This is an optimization exercise on Yosys and OpenROAD, whose aim is small area, not a production implementation. Only simulation tests tie the RTL to the original design; equivalence was not proved. Power figures rest on the tool's default switching activity, not on a simulated workload.

==> job 269 <==
==> flow/design.v <==
module ALU(
    input  logic [2:0]  f3,
    input  logic        arith,    
    input  logic        sub,
    input  logic        bigShift,  
    input  logic [31:0] x,
    input  logic [31:0] y,
    output logic [31:0] result,
    output logic        eq,
    output logic        lt
);
    logic [31:0] yb, sum, xo, sh_in, sh, sh_rev;
    logic left;
    assign yb  = y ^ {32{sub}};
    assign sum = x + yb + {31'b0, sub};
    assign xo  = x ^ y;
    assign eq  = ~|xo;
    assign lt  = (x[31] ^ y[31]) ? x[31] : sum[31];
    assign left = ~f3[2];
    always_comb
        for (int i = 0; i < 32; i++) sh_in[i] = left ? x[31-i] : x[i];
    assign sh = bigShift ? 32'b0 : (sh_in >> y[4:0]);
    always_comb
        for (int i = 0; i < 32; i++) sh_rev[i] = sh[31-i];
    always_comb begin
        if (!arith) result = sum;
        else case (f3)
            3'b000: result = sum;
            3'b001: result = sh_rev;
            3'b010: result = {31'b0, lt};
            3'b100: result = xo;
            3'b101: result = sh;
            3'b110: result = x | y;
            3'b111: result = x & y;
            default: result = {31'b0, lt};
        endcase
    end
endmodule
module controlUnit(
    input  logic [31:0] instruction,
    output logic memWrite, branch, isImm, we_reg, isLoad, sub
);
    logic [6:0] op;
    logic [2:0] f3;
    logic [6:0] f7;
    logic isOpImm, isOp, isStore, isBranch;
    assign op = instruction[6:0];
    assign f3 = instruction[14:12];
    assign f7 = instruction[31:25];
    assign isLoad   = (op == 7'b0000011);
    assign isOpImm  = (op == 7'b0010011);
    assign isStore  = (op == 7'b0100011);
    assign isOp     = (op == 7'b0110011);
    assign isBranch = (op == 7'b1100011);
    assign memWrite = isStore;
    assign branch   = isBranch;
    assign isImm    = ~op[6] & ~(op[5] & op[4]);
    assign sub      = op[6] | (op[4] & (f3[1] | (op[5] & f7[5])));
    assign we_reg   = isLoad
                    | (isOpImm & (f3 != 3'b011))
                    | (isOp & ((f7 == 7'b0000000 && f3 != 3'b011) | (f7 == 7'b0100000 && f3 == 3'b000)));
endmodule
module decoder (
    input  logic [31:0] instruction,
    output logic [4:0]  rs1, rs2, rd,
    output logic [31:0] signImm
);
    assign rs1 = instruction[19:15];
    assign rs2 = instruction[24:20];
    assign rd  = instruction[11:7];
    assign signImm = {{20{instruction[31]}}, instruction[31:25],
                      instruction[5] ? instruction[11:7] : instruction[24:20]};
endmodule
module aoi222(
    input  logic a1, a2, b1, b2, c1, c2,
    output logic y
);
    assign y = ~((a1 & a2) | (b1 & b2) | (c1 & c2));
endmodule
module rdbit(
    input  logic [31:1] sel,
    input  logic [31:1] r,
    output logic        q
);
    logic [10:0] t;
    genvar k;
    for (k = 0; k < 10; k++) begin : g
        aoi222 u(.a1(sel[3*k+1]), .a2(r[3*k+1]), .b1(sel[3*k+2]), .b2(r[3*k+2]),
                 .c1(sel[3*k+3]), .c2(r[3*k+3]), .y(t[k]));
    end
    assign t[10] = ~(sel[31] & r[31]);
    assign q = ~&t;
endmodule
module dec5(
    input  logic [4:0]  a,
    output logic [31:1] sel
);
    always_comb
        for (int i = 1; i < 32; i++) sel[i] = (a == 5'(i));
endmodule
module regFile(
    input  logic [4:0]       rs,
    input  logic [31:1][31:0] register,
    output logic [31:0]      q
);
    logic [31:1] sel;
    dec5 dec(.a(rs), .sel(sel));
    genvar b, i;
    for (b = 0; b < 32; b++) begin : bit_
        logic [31:1] col;
        for (i = 1; i < 32; i++) assign col[i] = register[i][b];
        rdbit u(.sel(sel), .r(col), .q(q[b]));
    end
endmodule
module CPU(
    input logic clk,
    input logic rst,
    input logic [31:0] instruction,
    input logic [31:0] readData,
    output logic memWrite,
    output logic [31:0] aluResult,
    output logic [4:0] pc,
    output logic [31:0] rd2
);
    logic [4:0] rs1, rs2, rd;
    logic [31:0] rd1, immediate, alu_y, wdata;
    logic we_reg, branch, isImm, isLoad, sub, eq, lt, taken;
    logic [2:0] f3;
    assign f3 = instruction[14:12];
    decoder decoder(
        .instruction(instruction),
        .rs1(rs1), .rs2(rs2), .rd(rd),
        .signImm(immediate)
    );
    controlUnit controlUnit(
        .instruction(instruction),
        .memWrite(memWrite), .branch(branch), .isImm(isImm),
        .we_reg(we_reg), .isLoad(isLoad), .sub(sub)
    );
    assign alu_y = isImm ? immediate : rd2;
    ALU ALU(
        .f3(f3),
        .arith(instruction[4]),
        .sub(sub),
        .bigShift(instruction[5] & |rd2[31:5]),
        .x(rd1), .y(alu_y),
        .result(aluResult), .eq(eq), .lt(lt)
    );
    assign wdata = instruction[4] ? aluResult : readData;
    logic [31:1][31:0] register;
    always_ff @(posedge clk)
        for (int i = 1; i < 32; i++)
            if (we_reg && rd == 5'(i)) register[i] <= wdata;
    regFile port1(.rs(rs1), .register(register), .q(rd1));
    regFile port2(.rs(rs2), .register(register), .q(rd2));
    assign taken = branch & ~f3[1] & (f3[2] ? (lt ^ f3[0]) : (eq ^ f3[0])) & ~f3[1];
    always_ff @(posedge clk) begin
        if (rst)               pc <= 5'h0;
        else if (pc != 5'h1f)  pc <= pc + (taken ? instruction[11:7] : 5'h1);
    end
endmodule
==> flow/run.sh <==
#!/bin/bash
# synth_recipe.tcl (not shown) runs the flow's synth.tcl, then flattens the netlist and writes it again
# the make line also repeats each setting of config.mk as NAME=value (left out here)
make -C /OpenROAD-flow-scripts/flow DESIGN_CONFIG=/design/flow/config.mk WORK_HOME=/design/flow/orfs CLKGATE_MAP_FILE= SYNTH_SCRIPT=/design/flow/synth_recipe.tcl finish
==> flow/config.mk <==
export PLATFORM = sky130hd
export DESIGN_NAME = CPU
export DESIGN_NICKNAME = CPU
export VERILOG_FILES = /design/flow/design.v
export SDC_FILE = /design/flow/constraint.sdc
export NUM_CORES = 4
export LEC_CHECK = 0
export CAP_MARGIN = 20
export CORE_MARGIN = 2
export CORE_UTILIZATION = 55
export SLEW_MARGIN = 20
export SYNTH_HIERARCHICAL = 1
==> flow/constraint.sdc <==
create_clock -name core_clock -period 15.0 [get_ports {clk}]
set_input_delay 3.0000 -clock core_clock [delete_from_list [all_inputs] [get_ports {clk}]]
set_output_delay 3.0000 -clock core_clock [all_outputs]
set_load 0.01 [all_outputs]
==> job 3144: changes against job 269 <==
==> flow/design.v, changed modules only <==
module alu_xor(input logic a, b, output logic y);
    assign y = a ^ b;
endmodule
module alu_xnor(input logic a, b, output logic y);
    assign y = ~(a ^ b);
endmodule
module alu_muxi(input logic s, a, b, output logic y);
    assign y = ~(s ? a : b);
endmodule
module alu_aoi(input logic a1, a2, b1, b2, c1, c2, output logic y);
    assign y = ~((a1 & a2) | (b1 & b2) | (c1 & c2));
endmodule
module alu_aoi2(input logic a1, a2, c1, c2, output logic y);
    assign y = ~((a1 & a2) | (c1 & c2));
endmodule
module alu_aoi21(input logic a1, a2, b1, c1, c2, output logic y);
    assign y = ~((a1 & a2) | b1 | (c1 & c2));
endmodule
module alu_res(input logic ssum, sum, sp, p, sx, x, y, tsh, output logic o);
    assign o = ~tsh | (ssum & sum) | (sp & p) | (sx & x & y);
endmodule
module alu_resn(input logic ssum, sum, sp, p, sx, x, yn, tsh, output logic o);
    assign o = ~tsh | (ssum & sum) | (sp & p) | (sx & x & ~yn);
endmodule
module ALU(
    input  logic [2:0]  f3,
    input  logic        arith,     
    input  logic        sub,       
    input  logic        bigShift,  
    input  logic [31:0] x,
    input  logic [31:0] y,
    output logic [31:0] result,
    output logic        eq,        
    output logic        lt         
);
    logic ssum, ssh, sp, sx, sslt;
    assign ssum = ~arith | (f3 == 3'b000);
    assign ssh  = arith & (f3[1:0] == 2'b01) & ~bigShift;
    assign sp   = arith & f3[2] & ~f3[0];    
    assign sx   = arith & f3[2] & f3[1];     
    assign sslt = arith & ~f3[2] & f3[1];
    logic [31:0] yv, p, sum;
    logic [32:0] c;
    assign c[0] = sub;
    genvar i, k;
    for (i = 0; i < 32; i++) begin : add
        if (i % 2 == 0) begin : e
            alu_xor  ub(.a(y[i]), .b(sub), .y(yv[i]));
            alu_xor  up(.a(x[i]), .b(yv[i]), .y(p[i]));
            alu_xor  us(.a(p[i]), .b(c[i]), .y(sum[i]));
            alu_muxi uc(.s(p[i]), .a(c[i]), .b(x[i]), .y(c[i+1]));
        end else begin : o
            alu_xnor ub(.a(y[i]), .b(sub), .y(yv[i]));
            alu_xnor up(.a(x[i]), .b(yv[i]), .y(p[i]));
            alu_xnor us(.a(p[i]), .b(c[i]), .y(sum[i]));
            alu_muxi uc(.s(p[i]), .a(c[i]), .b(yv[i]), .y(c[i+1]));
        end
    end
    assign eq = &p;
    assign lt = p[31] ? c[31] : x[31];
    logic [5:0][31:0] s;
    assign s[0] = x;
    for (k = 0; k < 5; k++) begin : st
        logic l, r, n;
        if (k == 4) begin : g
            assign n = ~y[k] & ssh;
            assign l = y[k] & ~f3[2] & ssh;
            assign r = y[k] & f3[2] & ssh;
        end else begin : u
            assign n = ~y[k];
            assign l = y[k] & ~f3[2];
            assign r = y[k] & f3[2];
        end
        for (i = 0; i < 32; i++) begin : b
            if (i < (1 << k)) begin : el
                if (k % 2 == 1)
                    alu_aoi21 u(.a1(r), .a2(s[k][i + (1 << k)]), .b1(l),
                                .c1(n), .c2(s[k][i]), .y(s[k+1][i]));
                else
                    alu_aoi2 u(.a1(r), .a2(s[k][i + (1 << k)]),
                               .c1(n), .c2(s[k][i]), .y(s[k+1][i]));
            end else if (i + (1 << k) >= 32) begin : er
                if (k % 2 == 1)
                    alu_aoi21 u(.a1(l), .a2(s[k][i - (1 << k)]), .b1(r),
                                .c1(n), .c2(s[k][i]), .y(s[k+1][i]));
                else
                    alu_aoi2 u(.a1(l), .a2(s[k][i - (1 << k)]),
                               .c1(n), .c2(s[k][i]), .y(s[k+1][i]));
            end else begin : m
                alu_aoi u(.a1(l), .a2(s[k][i - (1 << k)]),
                          .b1(r), .b2(s[k][i + (1 << k)]),
                          .c1(n), .c2(s[k][i]), .y(s[k+1][i]));
            end
        end
    end
    for (i = 0; i < 32; i++) begin : r_
        logic o;
        if (i % 2 == 0) begin : e
            alu_res u(.ssum(ssum), .sum(sum[i]), .sp(sp), .p(p[i]), .sx(sx),
                      .x(x[i]), .y(yv[i]), .tsh(s[5][i]), .o(o));
        end else begin : d
            alu_resn u(.ssum(ssum), .sum(sum[i]), .sp(sp), .p(p[i]), .sx(sx),
                       .x(x[i]), .yn(yv[i]), .tsh(s[5][i]), .o(o));
        end
        if (i == 0) assign result[i] = o | (sslt & lt);
        else        assign result[i] = o;
    end
endmodule
module controlUnit(
    input  logic [31:0] instruction,
    output logic memWrite, branch, isImm, we_reg, isLoad, sub
);
    logic [6:0] op;
    logic [2:0] f3;
    logic [6:0] f7;
    logic isOpImm, isOp, isStore, isBranch;
    assign op = instruction[6:0];
    assign f3 = instruction[14:12];
    assign f7 = instruction[31:25];
    assign isLoad   = (op == 7'b0000011);
    assign isOpImm  = (op == 7'b0010011);
    assign isStore  = (op == 7'b0100011);
    assign isOp     = (op == 7'b0110011);
    assign isBranch = (op == 7'b1100011);
    assign memWrite = isStore;
    assign branch   = isBranch;
    assign isImm    = ~op[6] & ~(op[5] & op[4]);
    assign sub      = op[6] | (op[4] & ~f3[2] & ~f3[0] & (f3[1] | (op[5] & f7[5])));
    assign we_reg   = isLoad
                    | (isOpImm & (f3 != 3'b011))
                    | (isOp & ((f7 == 7'b0000000 && f3 != 3'b011) | (f7 == 7'b0100000 && f3 == 3'b000)));
endmodule
Settings changed: CAP_MARGIN 20 to 0, SLEW_MARGIN 20 to 0.
==> summary of the runs <==
- In job 269 the register-to-register slack is better than in job 3144, by 2.5 ns.
- Against job 269, the combinational power of job 3144 is smaller by about 7%.
- Against job 269, the via count of job 3144 is lower by 6.0%.
- Against job 3144, the die area of job 269 is larger by about 6%.
- In job 269 the first-iteration DRC count is higher than in job 3144, by 6.2%.
- In sequential cell count, job 3144 and job 269 do not differ.
- Of job 269 and job 3144, job 3144 has the higher clock skew (gap 0.040 ns).
==> figures <==
| quantity | job 269 | job 3144 |
|---|---|---|
| Maximum clock rate | 74.3 MHz | 68.2 MHz |
| Maximum number of pins on one net before global-route repair | 72 | 35 |
| Gate count of the mapped netlist | 3151 | 2667 |
| Router iterations before antenna repair | 13 | 14 |
| Status | complete, no violations | complete, no violations |
| Clock network power share | 32.9% | 33.5% |
| Critical Path Sink | aluResult[28] | aluResult[31] |
| CP max-delay cell | sky130_fd_sc_hd__nor2_4 | sky130_fd_sc_hd__a2111o_1 |
| Met1 demand-to-capacity share in global routing | 58.4% | 54.3% |
| Place WS | 1.83 ns | -0.471 ns |
| Wirelength per Cell | 41.6 µm | 42.5 µm |
| Routed via count | 38000 | 35700 |
| Delay of the slowest cell on the worst path | 0.87 ns | 0.41 ns |
| Area of the core | 0.0849 mm² | 0.0800 mm² |
| Power in the clock group | 2.43 mW | 2.46 mW |

---

==> v30: inputs <==
Another version of the RTL of CPU (not shown whole).
==> module ALU, before the edit <==
module ALU(
    input  logic [2:0]  f3,
    input  logic        arith,     
    input  logic        sub,       
    input  logic        bigShift,  
    input  logic [31:0] x,
    input  logic [31:0] y,
    output logic [31:0] result,
    output logic        eq,        
    output logic        lt         
);
    logic ssum, ssh, sp, sx, sslt, subd;
    drv dsum(.a(~(~arith | (f3 == 3'b000))), .y(ssum));
    drv dp  (.a(~(arith & f3[2] & ~f3[0])), .y(sp));    
    drv dx  (.a(~(arith & f3[2] & f3[1])), .y(sx));     
    drv dsub(.a(~sub), .y(subd));
    assign ssh  = arith & (f3[1:0] == 2'b01) & ~bigShift;
    assign sslt = arith & ~f3[2] & f3[1];
    logic [31:0] yv, p, sum;
    logic [32:0] c;
    assign c[0] = subd;
    genvar i, k;
    for (i = 0; i < 32; i++) begin : add
        if (i % 2 == 0) begin : e
            alu_xor  ub(.a(y[i]), .b(subd), .y(yv[i]));
            alu_xor  up(.a(x[i]), .b(yv[i]), .y(p[i]));
            alu_xor  us(.a(p[i]), .b(c[i]), .y(sum[i]));
            alu_muxi uc(.s(p[i]), .a(c[i]), .b(x[i]), .y(c[i+1]));
        end else begin : o
            alu_xnor ub(.a(y[i]), .b(subd), .y(yv[i]));
            alu_xnor up(.a(x[i]), .b(yv[i]), .y(p[i]));
            alu_xnor us(.a(p[i]), .b(c[i]), .y(sum[i]));
            alu_muxi uc(.s(p[i]), .a(c[i]), .b(yv[i]), .y(c[i+1]));
        end
    end
    assign eq = &p;
    assign lt = p[31] ? c[31] : x[31];
    logic [5:0][31:0] s;
    assign s[0] = x;
    for (k = 0; k < 5; k++) begin : st
        logic l, r, n;
        if (k == 4) begin : g
            drv dn(.a(~(~y[k] & ssh)), .y(n));
            drv dl(.a(~(y[k] & ~f3[2] & ssh)), .y(l));
            drv dr(.a(~(y[k] & f3[2] & ssh)), .y(r));
        end else begin : u
            drv dn(.a(y[k]), .y(n));
            drv dl(.a(~(y[k] & ~f3[2])), .y(l));
            drv dr(.a(~(y[k] & f3[2])), .y(r));
        end
        for (i = 0; i < 32; i++) begin : b
            if (i < (1 << k)) begin : el
                if (k % 2 == 1)
                    alu_aoi21 u(.a1(r), .a2(s[k][i + (1 << k)]), .b1(l),
                                .c1(n), .c2(s[k][i]), .y(s[k+1][i]));
                else
                    alu_aoi2 u(.a1(r), .a2(s[k][i + (1 << k)]),
                               .c1(n), .c2(s[k][i]), .y(s[k+1][i]));
            end else if (i + (1 << k) >= 32) begin : er
                if (k % 2 == 1)
                    alu_aoi21 u(.a1(l), .a2(s[k][i - (1 << k)]), .b1(r),
                                .c1(n), .c2(s[k][i]), .y(s[k+1][i]));
                else
                    alu_aoi2 u(.a1(l), .a2(s[k][i - (1 << k)]),
                               .c1(n), .c2(s[k][i]), .y(s[k+1][i]));
            end else begin : m
                alu_aoi u(.a1(l), .a2(s[k][i - (1 << k)]),
                          .b1(r), .b2(s[k][i + (1 << k)]),
                          .c1(n), .c2(s[k][i]), .y(s[k+1][i]));
            end
        end
    end
    for (i = 0; i < 32; i++) begin : r_
        logic o;
        if (i % 2 == 0) begin : e
            alu_res u(.ssum(ssum), .sum(sum[i]), .sp(sp), .p(p[i]), .sx(sx),
                      .x(x[i]), .y(yv[i]), .tsh(s[5][i]), .o(o));
        end else begin : d
            alu_resn u(.ssum(ssum), .sum(sum[i]), .sp(sp), .p(p[i]), .sx(sx),
                       .x(x[i]), .yn(yv[i]), .tsh(s[5][i]), .o(o));
        end
        if (i == 0) assign result[i] = o | (sslt & lt);
        else        assign result[i] = o;
    end
endmodule
==> module CPU, before the edit <==
module CPU(
    input logic clk,
    input logic rst,
    input logic [31:0] instruction,
    input logic [31:0] readData,
    output logic memWrite,
    output logic [31:0] aluResult,
    output logic [4:0] pc,
    output logic [31:0] rd2
);
    logic [4:0] rs1, rs2, rd;
    logic [31:0] rd1, immediate, alu_y, wdata;
    logic we_reg, branch, isImm, isLoad, sub, eq, lt, taken;
    logic [2:0] f3;
    assign f3 = instruction[14:12];
    decoder decoder(
        .instruction(instruction),
        .rs1(rs1), .rs2(rs2), .rd(rd),
        .signImm(immediate)
    );
    controlUnit controlUnit(
        .instruction(instruction),
        .memWrite(memWrite), .branch(branch), .isImm(isImm),
        .we_reg(we_reg), .isLoad(isLoad), .sub(sub)
    );
    logic isImmD, wsel;
    drv dimm(.a(~isImm), .y(isImmD));
    drv dws(.a(~instruction[4]), .y(wsel));
    assign alu_y = isImmD ? immediate : rd2;
    ALU ALU(
        .f3(f3),
        .arith(instruction[4]),
        .sub(sub),
        .bigShift(instruction[5] & |rd2[31:5]),
        .x(rd1), .y(alu_y),
        .result(aluResult), .eq(eq), .lt(lt)
    );
    assign wdata = wsel ? aluResult : readData;
    logic [31:1][31:0] register;
    logic [31:1] we, wen;
    dec5ne wdec(.a(rd), .en(we_reg), .seln(wen));
    genvar j;
    for (j = 1; j < 32; j++) begin : wd
        drv u(.a(wen[j]), .y(we[j]));
    end
    always_ff @(posedge clk)
        for (int i = 1; i < 32; i++)
            if (we[i]) register[i] <= wdata;
    regFile port1(.rs(rs1), .register(register), .q(rd1));
    regFile port2(.rs(rs2), .register(register), .q(rd2));
    assign taken = branch & ~f3[1] & (f3[2] ? (lt ^ f3[0]) : (eq ^ f3[0])) & ~f3[1];
    always_ff @(posedge clk) begin
        if (rst)               pc <= 5'h0;
        else if (pc != 5'h1f)  pc <= pc + (taken ? instruction[11:7] : 5'h1);
    end
endmodule
==> flow/config.mk <==
export PLATFORM = sky130hd
export DESIGN_NAME = CPU
export DESIGN_NICKNAME = CPU
export VERILOG_FILES = /design/flow/design.v
export SDC_FILE = /design/flow/constraint.sdc
export NUM_CORES = 4
export LEC_CHECK = 0
export CAP_MARGIN = 0
export CORE_MARGIN = 2
export CORE_UTILIZATION = 55
export SETUP_SLACK_MARGIN = 0.4
export SLEW_MARGIN = 0
export SYNTH_HIERARCHICAL = 1
==> flow/constraint.sdc <==
create_clock -name core_clock -period 15.0 [get_ports {clk}]
set_input_delay 3.0000 -clock core_clock [delete_from_list [all_inputs] [get_ports {clk}]]
set_output_delay 3.0000 -clock core_clock [all_outputs]
set_load 0.01 [all_outputs]
standard.sh (not shown) runs the stock make flow with config.mk's settings and CLKGATE_MAP_FILE= SYNTH_SCRIPT=/design/flow/synth_recipe.tcl, a recipe that flattens the netlist after the stock synthesis.
==> flow/flow/run.sh <==
#!/bin/bash
# Standard ORFS layout with three changes that only affect how much buffering
# and sizing the layout adds:
#  - combinational cells upsized by synthesis go back to their smallest size
#    before floorplanning (repair steps resize them again where needed);
#  - every port still gets a buffer, but a buf_1 instead of clkdlybuf4s50_1;
#  - clock tree: larger sink clusters, no dummy loads.
set -euo pipefail
here=$(pwd)
export PRE_FLOORPLAN_TCL=$here/flow/downsize.tcl
export BUFFER_PORTS_ARGS="-buffer_cell sky130_fd_sc_hd__buf_1"
export CTS_ARGS="-sink_clustering_enable -repair_clock_nets -dont_use_dummy_load -buf_list {sky130_fd_sc_hd__clkbuf_8 sky130_fd_sc_hd__clkbuf_16} -sink_clustering_size 25 -sink_clustering_max_diameter 80"
bash standard.sh synth > "$here/synth.log" 2>&1
bash standard.sh finish > "$here/layout.log" 2>&1
==> flow/flow/downsize.tcl <==
# Before floorplanning: map every combinational cell to the smallest cell of
# its family (same function and pins), the strongest among equal areas. The
# later repair steps upsize again wherever slew, capacitance or timing need it.
set db [ord::get_db]
set block [ord::get_db_block]
set n 0
foreach inst [$block getInsts] {
  set m [$inst getMaster]
  set name [$m getName]
  if { ![regexp {^(sky130_fd_sc_hd__([a-z0-9]+))_([0-9]+)$} $name -> fam base size] } { continue }
  if { [regexp {^(df|edf|sdf|sedf|dl|tap|conb|fill|decap|diode|buf|clk)} $base] } { continue }
  # smallest cell of the family; among equal areas the strongest
  set best ""
  set best_area [expr {[$m getWidth] * [$m getHeight]}]
  set best_size $size
  foreach s {0 1 2 3 4 6 8 12 16} {
    set c [$db findMaster ${fam}_$s]
    if { $c eq "NULL" || $c eq "" } { continue }
    set a [expr {[$c getWidth] * [$c getHeight]}]
    if { $a < $best_area || ($a == $best_area && $s > $best_size) } {
      set best $c; set best_area $a; set best_size $s
    }
  }
  if { $best ne "" } {
    $inst swapMaster $best
    incr n
  }
}
puts "downsize: swapped $n instances"
==> inputs of v12, as changes to v30 <==
--- a/flow/design.v
+++ b/flow/design.v
@@ -3,6 +3,9 @@
 endmodule
 module alu_xnor(input logic a, b, output logic y);
     assign y = ~(a ^ b);
+endmodule
+module alu_mux(input logic s, a, b, output logic y);
+    assign y = s ? a : b;
 endmodule
 module alu_muxi(input logic s, a, b, output logic y);
     assign y = ~(s ? a : b);
@@ -28,7 +31,7 @@
     input  logic        sub,       
     input  logic        bigShift,  
     input  logic [31:0] x,
-    input  logic [31:0] y,
+    input  logic [31:0] yn,       
     output logic [31:0] result,
     output logic        eq,        
     output logic        lt         
@@ -40,21 +43,32 @@
     drv dsub(.a(~sub), .y(subd));
     assign ssh  = arith & (f3[1:0] == 2'b01) & ~bigShift;
     assign sslt = arith & ~f3[2] & f3[1];
-    logic [31:0] yv, p, sum;
+    logic [31:0] yv, p, sum, g;
     logic [32:0] c;
+    logic [32:17] c0, c1;
     assign c[0] = subd;
     genvar i, k;
     for (i = 0; i < 32; i++) begin : add
         if (i % 2 == 0) begin : e
-            alu_xor  ub(.a(y[i]), .b(subd), .y(yv[i]));
+            alu_xnor ub(.a(yn[i]), .b(subd), .y(yv[i]));
             alu_xor  up(.a(x[i]), .b(yv[i]), .y(p[i]));
             alu_xor  us(.a(p[i]), .b(c[i]), .y(sum[i]));
-            alu_muxi uc(.s(p[i]), .a(c[i]), .b(x[i]), .y(c[i+1]));
+            assign g[i] = x[i];
         end else begin : o
-            alu_xnor ub(.a(y[i]), .b(subd), .y(yv[i]));
+            alu_xor  ub(.a(yn[i]), .b(subd), .y(yv[i]));
             alu_xnor up(.a(x[i]), .b(yv[i]), .y(p[i]));
             alu_xnor us(.a(p[i]), .b(c[i]), .y(sum[i]));
-            alu_muxi uc(.s(p[i]), .a(c[i]), .b(yv[i]), .y(c[i+1]));
+            assign g[i] = yv[i];
+        end
+        if (i < 16) begin : lo
+            alu_muxi uc(.s(p[i]), .a(c[i]), .b(g[i]), .y(c[i+1]));
+        end else if (i == 16) begin : mid
+            assign c0[17] = ~(~p[16] & x[16]);
+            assign c1[17] = ~(p[16] | x[16]);
+        end else begin : hi
+            alu_muxi uc0(.s(p[i]), .a(c0[i]), .b(g[i]), .y(c0[i+1]));
+            alu_muxi uc1(.s(p[i]), .a(c1[i]), .b(g[i]), .y(c1[i+1]));
+            alu_mux  usel(.s(c[16]), .a(c1[i]), .b(c0[i]), .y(c[i]));
         end
     end
     assign eq = &p;
@@ -64,13 +78,13 @@
     for (k = 0; k < 5; k++) begin : st
         logic l, r, n;
         if (k == 4) begin : g
-            drv dn(.a(~(~y[k] & ssh)), .y(n));
-            drv dl(.a(~(y[k] & ~f3[2] & ssh)), .y(l));
-            drv dr(.a(~(y[k] & f3[2] & ssh)), .y(r));
+            drv dn(.a(~(yn[k] & ssh)), .y(n));
+            drv dl(.a(~(~yn[k] & ~f3[2] & ssh)), .y(l));
+            drv dr(.a(~(~yn[k] & f3[2] & ssh)), .y(r));
         end else begin : u
-            drv dn(.a(y[k]), .y(n));
-            drv dl(.a(~(y[k] & ~f3[2])), .y(l));
-            drv dr(.a(~(y[k] & f3[2])), .y(r));
+            drv dn(.a(~yn[k]), .y(n));
+            drv dl(.a(yn[k] | f3[2]), .y(l));
+            drv dr(.a(yn[k] | ~f3[2]), .y(r));
         end
         for (i = 0; i < 32; i++) begin : b
             if (i < (1 << k)) begin : el
@@ -177,6 +191,12 @@
     always_comb
         for (int i = 1; i < 32; i++) seln[i] = ~(en && a == 5'(i));
 endmodule
+module aoi22(
+    input  logic a1, a2, b1, b2,
+    output logic y
+);
+    assign y = ~((a1 & a2) | (b1 & b2));
+endmodule
 module drv(
     input  logic a,
     output logic y
@@ -212,7 +232,7 @@
     output logic [31:0] rd2
 );
     logic [4:0] rs1, rs2, rd;
-    logic [31:0] rd1, immediate, alu_y, wdata;
+    logic [31:0] rd1, immediate, wdata;
     logic we_reg, branch, isImm, isLoad, sub, eq, lt, taken;
     logic [2:0] f3;
     assign f3 = instruction[14:12];
@@ -226,16 +246,21 @@
         .memWrite(memWrite), .branch(branch), .isImm(isImm),
         .we_reg(we_reg), .isLoad(isLoad), .sub(sub)
     );
-    logic isImmD, wsel;
+    logic isImmD, regD, wsel;
+    logic [31:0] alu_yn;
     drv dimm(.a(~isImm), .y(isImmD));
+    drv dreg(.a(isImm), .y(regD));
     drv dws(.a(~instruction[4]), .y(wsel));
-    assign alu_y = isImmD ? immediate : rd2;
+    genvar b;
+    for (b = 0; b < 32; b++) begin : ym
+        aoi22 u(.a1(isImmD), .a2(immediate[b]), .b1(regD), .b2(rd2[b]), .y(alu_yn[b]));
+    end
     ALU ALU(
         .f3(f3),
         .arith(instruction[4]),
         .sub(sub),
         .bigShift(instruction[5] & |rd2[31:5]),
-        .x(rd1), .y(alu_y),
+        .x(rd1), .yn(alu_yn),
         .result(aluResult), .eq(eq), .lt(lt)
     );
     assign wdata = wsel ? aluResult : readData;
--- a/flow/config.mk
+++ b/flow/config.mk
@@ -7,7 +7,7 @@
 export LEC_CHECK = 0
 export CAP_MARGIN = 0
 export CORE_MARGIN = 2
-export CORE_UTILIZATION = 55
-export SETUP_SLACK_MARGIN = 0.4
+export CORE_UTILIZATION = 68
+export SETUP_SLACK_MARGIN = 0.1
 export SLEW_MARGIN = 0
 export SYNTH_HIERARCHICAL = 1
==> comparison table <==
| item | v30 | v12 |
|---|---|---|
| Result of the run | no timing/DRC/antenna violations | no timing/DRC/antenna violations |
| Post-route cell area | 0.0480 sq mm | 0.0471 sq mm |
| Final cycle utilization of the critical path | 98.2% | 95.7% |
| Switching fraction of total power | 29.5% | 30.1% |
| RSZ-0062 raised after global routing | yes | no |
| Final core utilization | 59.9% | 73.0% |
| Overall power of the completed layout | 6.13 mW | 6.09 mW |
| Capturing instance or port of the critical path | aluResult[0] | aluResult[18] |
| Slowest stage cell on the critical path | sky130_fd_sc_hd__a2111o_1 | sky130_fd_sc_hd__a222oi_1 |
| Die Area | 0.0830 sq mm | 0.0676 sq mm |
| Clock network power | 1.43 mW | 1.36 mW |
| Antenna cells | 3 | 6 |
| Postcts setup bufs | 16 | 0 |
| Mapped Avg Cell Area | 16.0 sq um | 15.9 sq um |
| Detail Route met3 WL | 27900 microns | 33000 microns |
| Area taken by multi-input logic gates | 0.0134 sq mm | 0.0136 sq mm |

static timing again, ports no longer ideal:
The flow's constraints put no driver on any port. The routed layouts listed below were extracted and timed again, unchanged, in two steps.
Step 1 assumes that a clkbuf_16 drives the clock port and a buf_2 every other input.
Step 2 times the ports against the registers' clock, not the clock port: input delays grow and output delays shrink by t, the midpoint of the rising clock arrivals with the driver on.
Slacks: ideal ports / drivers / drivers and shift; pairs: ideal ports / drivers.
| run | t, ns | setup WS [ns] | slew at the worst register clock pin (ns) |
|---|---|---|---|
| job 269 | 0.732 | 1.549 / 1.518 / 1.518 | 0.07 / 0.07 |
| job 3144 | 0.740 | 0.330 / 0.299 / 0.299 | 0.07 / 0.07 |
| v30 | 0.679 | 0.269 / 0.221 / 0.221 | 0.10 / 0.10 |
| v12 | 0.688 | 0.643 / 0.612 / 0.612 | 0.10 / 0.10 |
After both steps every run listed still meets setup and hold. For v30, which loses most, drivers alone change the setup slack by -0.048 ns; drivers and shift together by -0.048 ns.
